Background: an optimization exercise with open tools, aiming at small area. Do not read the settings as production practice.
Only simulation tests tie the RTL to the original design; equivalence was not proved.
No driver is modelled on the clock port, so clock power and skew are understated where the tree is cut down; a real chip needs a root buffer or a tree.
No activity file was given, so power comes from the tool's default toggle rates.

==> flow/design.v (excerpt) <==
module pong_vga_top(
	input ClkPort,
	input rst,  
	input BtnC,
	input BtnU,
	input BtnD,
	input BtnL,
	input BtnR,
	output hSync, vSync,
	output [3:0] vgaR, vgaG, vgaB,
	output An0, An1, An2, An3, An4, An5, An6, An7,
	output Ca, Cb, Cc, Cd, Ce, Cf, Cg, Dp,
	output MemOE, MemWR, RamCS, QuadSpiFlashCS
	);
	wire [9:0] hc, vc;
	wire [3:0] score1, score2;
	wire [6:0] ssdOut;
	wire [7:0] anode;
	wire [2:0] divclk;  
	wire carry7;        
	wire white;
	display_controller dc(.clk(ClkPort), .rst(rst), .hSync(hSync), .vSync(vSync),
		.hCount(hc), .vCount(vc), .divclk(divclk), .carry7(carry7));
	counter cnt(.clk(ClkPort), .rst(rst), .cin(carry7), .displayNumber1(score1), .displayNumber2(score2),
		.anode(anode), .ssdOut(ssdOut));
	pong_vga_bitchange vbc(.clk(ClkPort), .rst(rst), .start_btn(BtnC), .divclk(divclk),
		.p1_button_u(BtnL), .p1_button_d(BtnD), .p2_button_u(BtnU), .p2_button_d(BtnR),
		.hCount(hc), .vCount(vc), .white(white), .score1(score1), .score2(score2));
	assign Dp = 1;
	assign {Ca, Cb, Cc, Cd, Ce, Cf, Cg} = ssdOut;
	assign {An7, An6, An5, An4, An3, An2, An1, An0} = anode;
	assign vgaR = {4{white}};
	assign vgaG = {4{white}};
	assign vgaB = {4{white}};
  ...
clock: 120.0 ns
lec_check: 0
cap_margin: 0
core_margin: 2
core_utilization: 70
gpl_timing_driven: 0
slew_margin: 0
standard.sh (not shown) runs the stock make flow with config.mk's settings and CLKGATE_MAP_FILE= SYNTH_SCRIPT=/design/flow/synth_recipe.tcl, a recipe that flattens the netlist after the stock synthesis.
==> flow/flow/run.sh <==
#!/bin/bash
# Own layout flow: the standard flow (standard.sh) with these changes in how
# the layout is made:
#  - ABC maps the logic with an area-oriented script (abc.script here) instead
#    of ORFS's speed script, whose buffering and upsizing aim at delay;
#  - Yosys's synth runs without its early "abc -fast", so the full adders
#    are extracted from the written-out carry chains without inverters;
#  - the port buffers that global placement adds are sky130_fd_sc_hd__buf_1;
#  - one tie cell drives all the constant outputs;
#  - the clock tree is flow/clock_tree.tcl: four clkbuf_16, each driving the
#    flip-flops of one region, instead of TritonCTS's two-level tree.
# Everything else (synthesis passes, floorplan, power grid, taps, placement,
# routing) is the standard flow. Each tool's output goes to a log in this folder.
set -euo pipefail
here=$(pwd)
rm -rf "$here/scripts_mod"
cp -r "$FLOW_HOME/scripts" "$here/scripts_mod"
cp "$here/flow/abc.script" "$here/scripts_mod/abc_area.script"
# the CTS step builds the clock tree with flow/clock_tree.tcl
sed -i "s|^log_cmd clock_tree_synthesis {\*}\$cts_args|source $here/flow/clock_tree.tcl|" "$here/scripts_mod/cts.tcl"
grep -q "source $here/flow/clock_tree.tcl" "$here/scripts_mod/cts.tcl"
export SCRIPTS_DIR="$here/scripts_mod"
export ABC_AREA=1
export SYNTH_ARGS=-noabc
export SKIP_REPAIR_TIE_FANOUT=1
export REMOVE_ABC_BUFFERS=1
export BUFFER_PORTS_ARGS="-buffer_cell sky130_fd_sc_hd__buf_1"
bash standard.sh > "$here/standard_flow.log" 2>&1
==> flow/flow/abc.script <==
strash
dch
map -a
&get -n
&st
&dch
&nf -R 1000
&put
topo
dnsize -c
==> flow/flow/clock_tree.tcl <==
# Clock tree used in place of clock_tree_synthesis (sourced by the CTS step):
# the flip-flops are split by position into 4 groups (k-means), and each group
# gets one sky130_fd_sc_hd__clkbuf_16 driven by the clock port, placed at the
# group's centre. All groups have the same buffer and depth, so the clock
# reaches every register through exactly one buffer.
set n_groups 4
set buf_cell sky130_fd_sc_hd__clkbuf_16
set block [ord::get_db_block]
set clknet [$block findNet [get_full_name [lindex [get_property [lindex [all_clocks] 0] sources] 0]]]
set sinks {}
foreach it [$clknet getITerms] {
  set bb [[$it getInst] getBBox]
  lappend sinks [list $it [expr {([$bb xMin] + [$bb xMax]) / 2.0}] [expr {([$bb yMin] + [$bb yMax]) / 2.0}]]
}
set n [llength $sinks]
puts "clock_tree.tcl: [$clknet getName] has $n sinks"
# k-means on the sink positions, started from the sinks' order along x
set sorted [lsort -real -index 1 $sinks]
set cent {}
for {set k 0} {$k < $n_groups} {incr k} {
  set s [lindex $sorted [expr {int(($k + 0.5) * $n / $n_groups)}]]
  lappend cent [list [lindex $s 1] [lindex $s 2]]
}
for {set iter 0} {$iter < 50} {incr iter} {
  set assign {}
  for {set k 0} {$k < $n_groups} {incr k} { set sx($k) 0.0; set sy($k) 0.0; set cnt($k) 0 }
  foreach s $sinks {
    set best 0
    set bd 1e30
    for {set k 0} {$k < $n_groups} {incr k} {
      set c [lindex $cent $k]
      set d [expr {abs([lindex $s 1] - [lindex $c 0]) + abs([lindex $s 2] - [lindex $c 1])}]
      if {$d < $bd} { set bd $d; set best $k }
    }
    lappend assign $best
    set sx($best) [expr {$sx($best) + [lindex $s 1]}]
    set sy($best) [expr {$sy($best) + [lindex $s 2]}]
    incr cnt($best)
  }
  set cent {}
  for {set k 0} {$k < $n_groups} {incr k} {
    if {$cnt($k) > 0} {
      lappend cent [list [expr {$sx($k) / $cnt($k)}] [expr {$sy($k) / $cnt($k)}]]
    } else {
      lappend cent [list 0 0]
    }
  }
}
set master [[ord::get_db] findMaster $buf_cell]
for {set k 0} {$k < $n_groups} {incr k} {
  set inst [odb::dbInst_create $block $master "clkbuf_grp_$k"]
  set net [odb::dbNet_create $block "clknet_grp_$k"]
  $net setSigType CLOCK
  [$inst findITerm A] connect $clknet
  [$inst findITerm X] connect $net
  set c [lindex $cent $k]
  $inst setLocation [expr {int([lindex $c 0])}] [expr {int([lindex $c 1])}]
  $inst setPlacementStatus PLACED
  set grp_net($k) $net
  puts "clock_tree.tcl: group $k: $cnt($k) sinks"
}
set i 0
foreach s $sinks {
  set k [lindex $assign $i]
  incr i
  set it [lindex $s 0]
  $it disconnect
  $it connect $grp_net($k)
}
set_propagated_clock [all_clocks]
Next try:
--- a/flow/flow/clock_tree.tcl
+++ b/flow/flow/clock_tree.tcl
@@ -1,4 +1,5 @@
 # Clock tree used in place of clock_tree_synthesis (sourced by the CTS step):
-# the flip-flops are split by position into 4 groups (k-means), and each group
+# the flip-flops are split by position into 4 groups (k-means, then at most
+# n/4 + 1 per group, nearest first), and each group
 # gets one sky130_fd_sc_hd__clkbuf_16 driven by the clock port, placed at the
 # group's centre. All groups have the same buffer and depth, so the clock
@@ -47,4 +48,26 @@
   }
 }
+# final assignment with at most cap sinks per group, nearest pairs first
+set cap [expr {($n + $n_groups - 1) / $n_groups + 1}]
+set pairs {}
+set i 0
+foreach s $sinks {
+  for {set k 0} {$k < $n_groups} {incr k} {
+    set c [lindex $cent $k]
+    lappend pairs [list $i $k [expr {abs([lindex $s 1] - [lindex $c 0]) + abs([lindex $s 2] - [lindex $c 1])}]]
+  }
+  incr i
+}
+for {set k 0} {$k < $n_groups} {incr k} { set cnt($k) 0; set sx($k) 0.0; set sy($k) 0.0 }
+array unset grp
+foreach p [lsort -real -index 2 $pairs] {
+  lassign $p i k d
+  if {[info exists grp($i)] || $cnt($k) >= $cap} { continue }
+  set grp($i) $k
+  incr cnt($k)
+  set s [lindex $sinks $i]
+  set sx($k) [expr {$sx($k) + [lindex $s 1]}]
+  set sy($k) [expr {$sy($k) + [lindex $s 2]}]
+}
 set master [[ord::get_db] findMaster $buf_cell]
 for {set k 0} {$k < $n_groups} {incr k} {
@@ -54,6 +77,5 @@
   [$inst findITerm A] connect $clknet
   [$inst findITerm X] connect $net
-  set c [lindex $cent $k]
-  $inst setLocation [expr {int([lindex $c 0])}] [expr {int([lindex $c 1])}]
+  $inst setLocation [expr {int($sx($k) / $cnt($k))}] [expr {int($sy($k) / $cnt($k))}]
   $inst setPlacementStatus PLACED
   set grp_net($k) $net
@@ -62,9 +84,8 @@
 set i 0
 foreach s $sinks {
-  set k [lindex $assign $i]
-  incr i
   set it [lindex $s 0]
   $it disconnect
-  $it connect $grp_net($k)
+  $it connect $grp_net($grp($i))
+  incr i
 }
 set_propagated_clock [all_clocks]
Settings changed: CORE_UTILIZATION 70 to 40.
The changed run completed with no timing, DRC or antenna violations.
Via count went down by 2.4%.
Total power goes up by 1.3%.
First-iteration DRC count came out lower by 16%.
Area after synthesis is unchanged.
Hold slack got worse by 0.022 ns.
Global-route usage goes down by 11 points.
Next try:
--- a/flow/flow/run.sh
+++ b/flow/flow/run.sh
@@ -2,5 +2,6 @@
 # Own layout flow: the standard flow (standard.sh) with these changes in how
 # the layout is made:
-#  - ABC maps the logic with an area-oriented script (abc.script here) instead
+#  - ABC maps the logic with an area-oriented script (abc.script here: a
+#    minute of &deepsyn AIG optimisation, then area mapping) instead
 #    of ORFS's speed script, whose buffering and upsizing aim at delay;
 #  - Yosys's synth runs without its early "abc -fast", so the full adders
==> flow/flow/abc.script (replaced) <==
strash
&get -n
&st
&deepsyn -T 60
&dch
&nf -R 1000
&put
What happened: Setup slack gets better by 0.41 ns; final cell count went down by about 3%; wire length shrinks by 4.7%; synthesized area drops by 1.1%; global-route usage goes down by 0.49 points; utilization climbs by 0.78 points; first-iteration DRC count increases by 59%; total power came out higher by about 3.4%; combinational power increases by 77%.
Next try:
--- a/flow/flow/run.sh
+++ b/flow/flow/run.sh
@@ -2,6 +2,5 @@
 # Own layout flow: the standard flow (standard.sh) with these changes in how
 # the layout is made:
-#  - ABC maps the logic with an area-oriented script (abc.script here: a
-#    minute of &deepsyn AIG optimisation, then area mapping) instead
+#  - ABC maps the logic with an area-oriented script (abc.script here) instead
 #    of ORFS's speed script, whose buffering and upsizing aim at delay;
 #  - Yosys's synth runs without its early "abc -fast", so the full adders
==> flow/flow/abc.script (replaced) <==
strash
dch
map -a
&get -n
&st
&dch
&nf -R 1000
&put
topo
dnsize -c
--- a/flow/flow/clock_tree.tcl
+++ b/flow/flow/clock_tree.tcl
@@ -1,5 +1,4 @@
 # Clock tree used in place of clock_tree_synthesis (sourced by the CTS step):
-# the flip-flops are split by position into 4 groups (k-means, then at most
-# n/4 + 1 per group, nearest first), and each group
+# the flip-flops are split by position into 4 groups (k-means), and each group
 # gets one sky130_fd_sc_hd__clkbuf_16 driven by the clock port, placed at the
 # group's centre. All groups have the same buffer and depth, so the clock
@@ -48,26 +47,4 @@
   }
 }
-# final assignment with at most cap sinks per group, nearest pairs first
-set cap [expr {($n + $n_groups - 1) / $n_groups + 1}]
-set pairs {}
-set i 0
-foreach s $sinks {
-  for {set k 0} {$k < $n_groups} {incr k} {
-    set c [lindex $cent $k]
-    lappend pairs [list $i $k [expr {abs([lindex $s 1] - [lindex $c 0]) + abs([lindex $s 2] - [lindex $c 1])}]]
-  }
-  incr i
-}
-for {set k 0} {$k < $n_groups} {incr k} { set cnt($k) 0; set sx($k) 0.0; set sy($k) 0.0 }
-array unset grp
-foreach p [lsort -real -index 2 $pairs] {
-  lassign $p i k d
-  if {[info exists grp($i)] || $cnt($k) >= $cap} { continue }
-  set grp($i) $k
-  incr cnt($k)
-  set s [lindex $sinks $i]
-  set sx($k) [expr {$sx($k) + [lindex $s 1]}]
-  set sy($k) [expr {$sy($k) + [lindex $s 2]}]
-}
 set master [[ord::get_db] findMaster $buf_cell]
 for {set k 0} {$k < $n_groups} {incr k} {
@@ -77,5 +54,6 @@
   [$inst findITerm A] connect $clknet
   [$inst findITerm X] connect $net
-  $inst setLocation [expr {int($sx($k) / $cnt($k))}] [expr {int($sy($k) / $cnt($k))}]
+  set c [lindex $cent $k]
+  $inst setLocation [expr {int([lindex $c 0])}] [expr {int([lindex $c 1])}]
   $inst setPlacementStatus PLACED
   set grp_net($k) $net
@@ -84,8 +62,9 @@
 set i 0
 foreach s $sinks {
+  set k [lindex $assign $i]
+  incr i
   set it [lindex $s 0]
   $it disconnect
-  $it connect $grp_net($grp($i))
-  incr i
+  $it connect $grp_net($k)
 }
 set_propagated_clock [all_clocks]
=> The changed run produced a clean layout; global-route usage climbs by 0.35 points; worst hold slack loses 0.0059 ns; sequential power barely changes; total power goes down by a few percent; maximum frequency goes down slightly; first-iteration DRC count goes down by well over a third; cell count went up by a few percent; worst setup slack loses 0.39 ns; design area went up slightly.
No run of this note takes its clock network from TritonCTS; it comes from the design's own scripts or RTL.

## static timing again, ports no longer ideal
Ports are ideal in the flow. The routed layouts listed here were re-timed in OpenROAD.
Step 1, drivers: a clkbuf_16 drives ClkPort and a buf_2 each remaining input, both assumed.
Step 2 moves the port delays by t, midway between the first and last clock arrival at a register: inputs arrive t later, outputs are due t later. That takes back most of the time a late clock gives input paths.
Slacks: ideal / step 1 / step 2; pairs: ideal / step 1.
run | t, ns | slack for setup (ns) | latest minus earliest clock arrival (ns) | cell pins on the clock port's net
the first run | 0.244 | 89.208 / 89.124 / 89.368 | 0.020 / 0.020 | 4
the second run | 0.255 | 89.218 / 89.130 / 89.384 | 0.009 / 0.009 | 4
the third run | 0.257 | 89.630 / 89.539 / 89.795 | 0.013 / 0.013 | 4
the fourth run | 0.255 | 89.241 / 89.150 / 89.405 | 0.038 / 0.038 | 4
After both steps setup and hold are still met in every run listed.
